Background: an optimization exercise with open tools, aiming at small area, a short achievable clock period and few clock cycles per item. Do not read the settings as production practice. Where RTL was checked, it was by simulation tests only, not by an equivalence proof against the original. Power is estimated from default activity; no workload was simulated.

// ELA
module ELA(clk, rst, in_data, data_rd, req, wen, addr, data_wr, done);
	input				clk;
	input				rst;
	input		[7:0]	in_data;
	input		[7:0]	data_rd;
	output reg			req;
	output reg			wen;
	output reg	[9:0]	addr;
	output reg	[7:0]	data_wr;
	output reg			done;
reg				s_start;	 
reg				s_arr;		 
reg				s_wo;		 
reg				s_rt;		 
reg				s_rb;		 
reg				s_w;		 
reg				s_fin;		 
reg		[3:0]	r;			 
reg				head;		 
reg				sel_t2;		 
reg				sel_b1;		 
reg		[7:0]	t0, t1, t2, b0, b1;
reg		[7:0]	dreg, sreg;	 
reg		[7:0]	best;		 
reg				cur_r;		 
wire	[4:0]	col = addr[4:0];
wire	[3:0]	rm1 = r - 4'd1;
wire			arr_end = s_arr && !req && (col == 5'd30);
wire			tail = s_w && !head && (col == 5'd30);
always @(posedge clk or posedge rst) begin
	if (rst) begin
		s_start <= 1'b1;
		s_arr <= 1'b0;
		s_wo <= 1'b0;
		s_rt <= 1'b0;
		s_rb <= 1'b0;
		s_w <= 1'b0;
		s_fin <= 1'b0;
	end else begin
		s_start <= 1'b0;
		s_arr <= s_start || (s_arr && !(arr_end && r != 4'd0)) || (tail && r != 4'd15);
		s_wo <= arr_end && r != 4'd0;
		s_rt <= s_wo || (s_w && !tail);
		s_rb <= s_rt;
		s_w <= s_rb;
  ...
==> module ELA, before the edit <==
module ELA(clk, rst, in_data, data_rd, req, wen, addr, data_wr, done);
	input				clk;
	input				rst;
	input		[7:0]	in_data;
	input		[7:0]	data_rd;
	output reg			req;
	output reg			wen;
	output reg	[9:0]	addr;
	output reg	[7:0]	data_wr;
	output reg			done;
reg				s_start;	 
reg				s_arr;		 
reg				s_wo;		 
reg				s_rt;		 
reg				s_rb;		 
reg				s_w;		 
reg				s_fin;		 
reg		[3:0]	r;			 
reg				head;		 
reg				sel_t2;		 
reg				sel_b1;		 
reg		[7:0]	t0, t1, t2, b0, b1;
reg		[7:0]	dreg, sreg;	 
reg		[7:0]	best;		 
reg				cur_r;		 
wire	[4:0]	col = addr[4:0];
wire	[3:0]	rm1 = r - 4'd1;
wire			arr_end = s_arr && !req && (col == 5'd30);
wire			tail = s_w && !head && (col == 5'd30);
always @(posedge clk or posedge rst) begin
	if (rst) begin
		s_start <= 1'b1;
		s_arr <= 1'b0;
		s_wo <= 1'b0;
		s_rt <= 1'b0;
		s_rb <= 1'b0;
		s_w <= 1'b0;
		s_fin <= 1'b0;
	end else begin
		s_start <= 1'b0;
		s_arr <= s_start || (s_arr && !(arr_end && r != 4'd0)) || (tail && r != 4'd15);
		s_wo <= arr_end && r != 4'd0;
		s_rt <= s_wo || (s_w && !tail);
		s_rb <= s_rt;
		s_w <= s_rb;
		s_fin <= s_fin || (tail && r == 4'd15);
	end
end
always @(posedge clk) begin
	sel_t2 <= s_wo || (s_w && !tail);
	sel_b1 <= s_rb;
	done <= s_fin;
	req <= s_start || (arr_end && r == 4'd0) || (tail && r != 4'd15);
	if (s_start)
		r <= 4'd0;
	else if ((arr_end && r == 4'd0) || tail)
		r <= r + 4'd1;
	if (s_wo)
		head <= 1'b1;
	else if (s_rb && col == 5'd1)
		head <= 1'b0;
	wen <= s_arr || (s_rb && !head) || tail;
end
reg		[4:0]	col_inc;
always @(*) begin
	if (s_rt)
		col_inc = 5'd0;
	else if (s_rb)
		col_inc = 5'd30;
	else if (s_w && !tail)
		col_inc = 5'd3;
	else
		col_inc = 5'd1;
end
always @(posedge clk) begin
	addr[4:0] <= (s_arr && req) ? 5'd0 : col + col_inc;
	addr[5] <= s_rb || tail;
	addr[9:6] <= (s_arr || s_rt) ? r : rm1;
end
always @(posedge clk) begin
	if (s_rb) begin
		t0 <= data_rd;
		t1 <= t0;
		t2 <= t1;
	end
	if (s_w) begin
		b0 <= data_rd;
		b1 <= b0;
	end
end
wire	[7:0]	opa = sel_t2 ? t2 : t0;
wire	[7:0]	opb = sel_b1 ? b1 : b0;
reg		[7:0]	dg, dp, dG, dP;
reg		[7:0]	sg, sp, sG, sP;
reg		[7:0]	absd, avg;
integer			i, k;
always @(*) begin
	dg = opa & ~opb;
	dp = opa ^ ~opb;
	sg = opa & opb;
	sp = opa ^ opb;
	dG = dg;
	dP = dp;
	sG = sg;
	sP = sp;
	for (k = 1; k < 8; k = k * 2) begin
		for (i = 7; i >= k; i = i - 1) begin
			dG[i] = dG[i] | (dP[i] & dG[i-k]);
			dP[i] = dP[i] & dP[i-k];
			sG[i] = sG[i] | (sP[i] & sG[i-k]);
			sP[i] = sP[i] & sP[i-k];
		end
	end
	absd[0] = dp[0] ^ 1'b1;
	for (i = 1; i < 8; i = i + 1)
		absd[i] = dp[i] ^ (dG[i-1] | dP[i-1]);
	if (!(dG[7] | dP[7])) begin
		absd[0] = ~dp[0];
		for (i = 1; i < 8; i = i + 1)
			absd[i] = ~(dp[i] ^ dG[i-1]);
	end
	for (i = 1; i < 8; i = i + 1)
		avg[i-1] = sp[i] ^ sG[i-1];
	avg[7] = sG[7];
end
always @(posedge clk) begin
	dreg <= absd;
	sreg <= avg;
end
wire			edge_px = (col == 5'd2);
wire			cin = s_rb && cur_r;
reg		[7:0]	cG, cP;
always @(*) begin
	cG = best & ~dreg;
	cP = best ^ ~dreg;
	for (k = 1; k < 8; k = k * 2)
		for (i = 7; i >= k; i = i - 1) begin
			cG[i] = cG[i] | (cP[i] & cG[i-k]);
			cP[i] = cP[i] & cP[i-k];
		end
end
wire			win = cG[7] | (cP[7] & cin);
always @(posedge clk) begin
	if (s_w || (s_rt && !edge_px && win)) begin
		best <= dreg;
		cur_r <= s_rt;
	end
	if (s_arr)
		data_wr <= in_data;
	else if (s_w || ((s_rt || s_rb) && !edge_px && win))
		data_wr <= sreg;
end
endmodule
==> flow/config.mk <==
export PLATFORM = sky130hd
export DESIGN_NAME = ELA
export DESIGN_NICKNAME = ELA
export VERILOG_FILES = /design/flow/design.v
export SDC_FILE = /design/flow/constraint.sdc
export NUM_CORES = 4
export LEC_CHECK = 0
export CAP_MARGIN = 20
export CORE_MARGIN = 2
export CORE_UTILIZATION = 70
export SETUP_SLACK_MARGIN = 3.0
export SLEW_MARGIN = 20
export TNS_END_PERCENT = 5
==> flow/constraint.sdc <==
create_clock -name core_clock -period 5.5 [get_ports {clk}]
set_input_delay 1.1000 -clock core_clock [delete_from_list [all_inputs] [get_ports {clk}]]
set_output_delay 1.1000 -clock core_clock [all_outputs]
set_load 0.01 [all_outputs]
standard.sh (not shown) runs the stock make flow with config.mk's settings and CLKGATE_MAP_FILE= SYNTH_SCRIPT=/design/flow/synth_recipe.tcl, a recipe that flattens the netlist after the stock synthesis.
==> flow/flow/run.sh <==
#!/bin/bash
# Standard layout, with the port buffers made from buf_2 cells instead of
# the delay buffers buffer_ports picks by default.
set -euo pipefail
export BUFFER_PORTS_ARGS="-buffer_cell sky130_fd_sc_hd__buf_2"
bash standard.sh > standard.log 2>&1
Testbench counts at the start, summed over its fixed seeds: cycles 64,448, images 32.
Next try:
--- a/flow/design.v
+++ b/flow/design.v
@@ -88,67 +88,26 @@
 		b0 <= data_rd;
 		b1 <= b0;
 	end
 end
 wire	[7:0]	opa = sel_t2 ? t2 : t0;
 wire	[7:0]	opb = sel_b1 ? b1 : b0;
-reg		[7:0]	dg, dp, dG, dP;
-reg		[7:0]	sg, sp, sG, sP;
-reg		[7:0]	absd, avg;
-integer			i, k;
-always @(*) begin
-	dg = opa & ~opb;
-	dp = opa ^ ~opb;
-	sg = opa & opb;
-	sp = opa ^ opb;
-	dG = dg;
-	dP = dp;
-	sG = sg;
-	sP = sp;
-	for (k = 1; k < 8; k = k * 2) begin
-		for (i = 7; i >= k; i = i - 1) begin
-			dG[i] = dG[i] | (dP[i] & dG[i-k]);
-			dP[i] = dP[i] & dP[i-k];
-			sG[i] = sG[i] | (sP[i] & sG[i-k]);
-			sP[i] = sP[i] & sP[i-k];
-		end
-	end
-	absd[0] = dp[0] ^ 1'b1;
-	for (i = 1; i < 8; i = i + 1)
-		absd[i] = dp[i] ^ (dG[i-1] | dP[i-1]);
-	if (!(dG[7] | dP[7])) begin
-		absd[0] = ~dp[0];
-		for (i = 1; i < 8; i = i + 1)
-			absd[i] = ~(dp[i] ^ dG[i-1]);
-	end
-	for (i = 1; i < 8; i = i + 1)
-		avg[i-1] = sp[i] ^ sG[i-1];
-	avg[7] = sG[7];
-end
+wire	[8:0]	sum = {1'b0, opa} + {1'b0, opb};
+wire	[8:0]	dif = {1'b0, opa} - {1'b0, opb};
 always @(posedge clk) begin
-	dreg <= absd;
-	sreg <= avg;
+	dreg <= (dif[7:0] ^ {8{dif[8]}}) + {7'd0, dif[8]};
+	sreg <= sum[8:1];
 end
 wire			edge_px = (col == 5'd2);
-wire			cin = s_rb && cur_r;
-reg		[7:0]	cG, cP;
-always @(*) begin
-	cG = best & ~dreg;
-	cP = best ^ ~dreg;
-	for (k = 1; k < 8; k = k * 2)
-		for (i = 7; i >= k; i = i - 1) begin
-			cG[i] = cG[i] | (cP[i] & cG[i-k]);
-			cP[i] = cP[i] & cP[i-k];
-		end
-end
-wire			win = cG[7] | (cP[7] & cin);
+wire			lt = dreg < best;
+wire			eq = dreg == best;
 always @(posedge clk) begin
-	if (s_w || (s_rt && !edge_px && win)) begin
+	if (s_w || (s_rt && !edge_px && lt)) begin
 		best <= dreg;
 		cur_r <= s_rt;
 	end
 	if (s_arr)
 		data_wr <= in_data;
-	else if (s_w || ((s_rt || s_rb) && !edge_px && win))
+	else if (s_w || (s_rt && !edge_px && lt) || (s_rb && !edge_px && (lt || (cur_r && eq))))
 		data_wr <= sreg;
 end
 endmodule
Routed wire length goes down by 9.1%.
Total power stays flat.
First-iteration DRC count goes down by 30%.
Via count goes down by 4.0%.
Sequential share of layout area goes up by 0.16 points.
Clock power hardly moves.
Design area goes down by 0.51%.
Final cell count goes down by 0.82%.
No functional check of the RTL was part of the second run of this note.

==> separate check: timing with driven ports <==
How much do the figures lean on ideal ports? The routed layouts below were timed once more, with nothing changed but the port constraints. Step 1 (the two cells are an assumption about what drives the block):
set clk [get_ports {clk}]
set_driving_cell -lib_cell sky130_fd_sc_hd__clkbuf_16 $clk
set_driving_cell -lib_cell sky130_fd_sc_hd__buf_2 [delete_from_list [all_inputs] $clk]
Step 2 moves the port delays by t, midway between the first and last clock arrival at a register: inputs arrive t later, outputs are due t later. That takes back most of the time a late clock gives input paths. Slacks: ideal ports / drivers / drivers and shift; pairs: ideal ports / drivers.
| run | t (ns) | setup slack, ns | latest minus earliest clock arrival (ns) |
|---|---|---|---|
| the first run | 0.383 | 3.038 / 3.038 / 3.038 | 0.013 / 0.014 |
| the second run | 0.383 | 2.592 / 2.592 / 2.592 | 0.019 / 0.019 |
After both steps setup and hold are still met in every run listed.
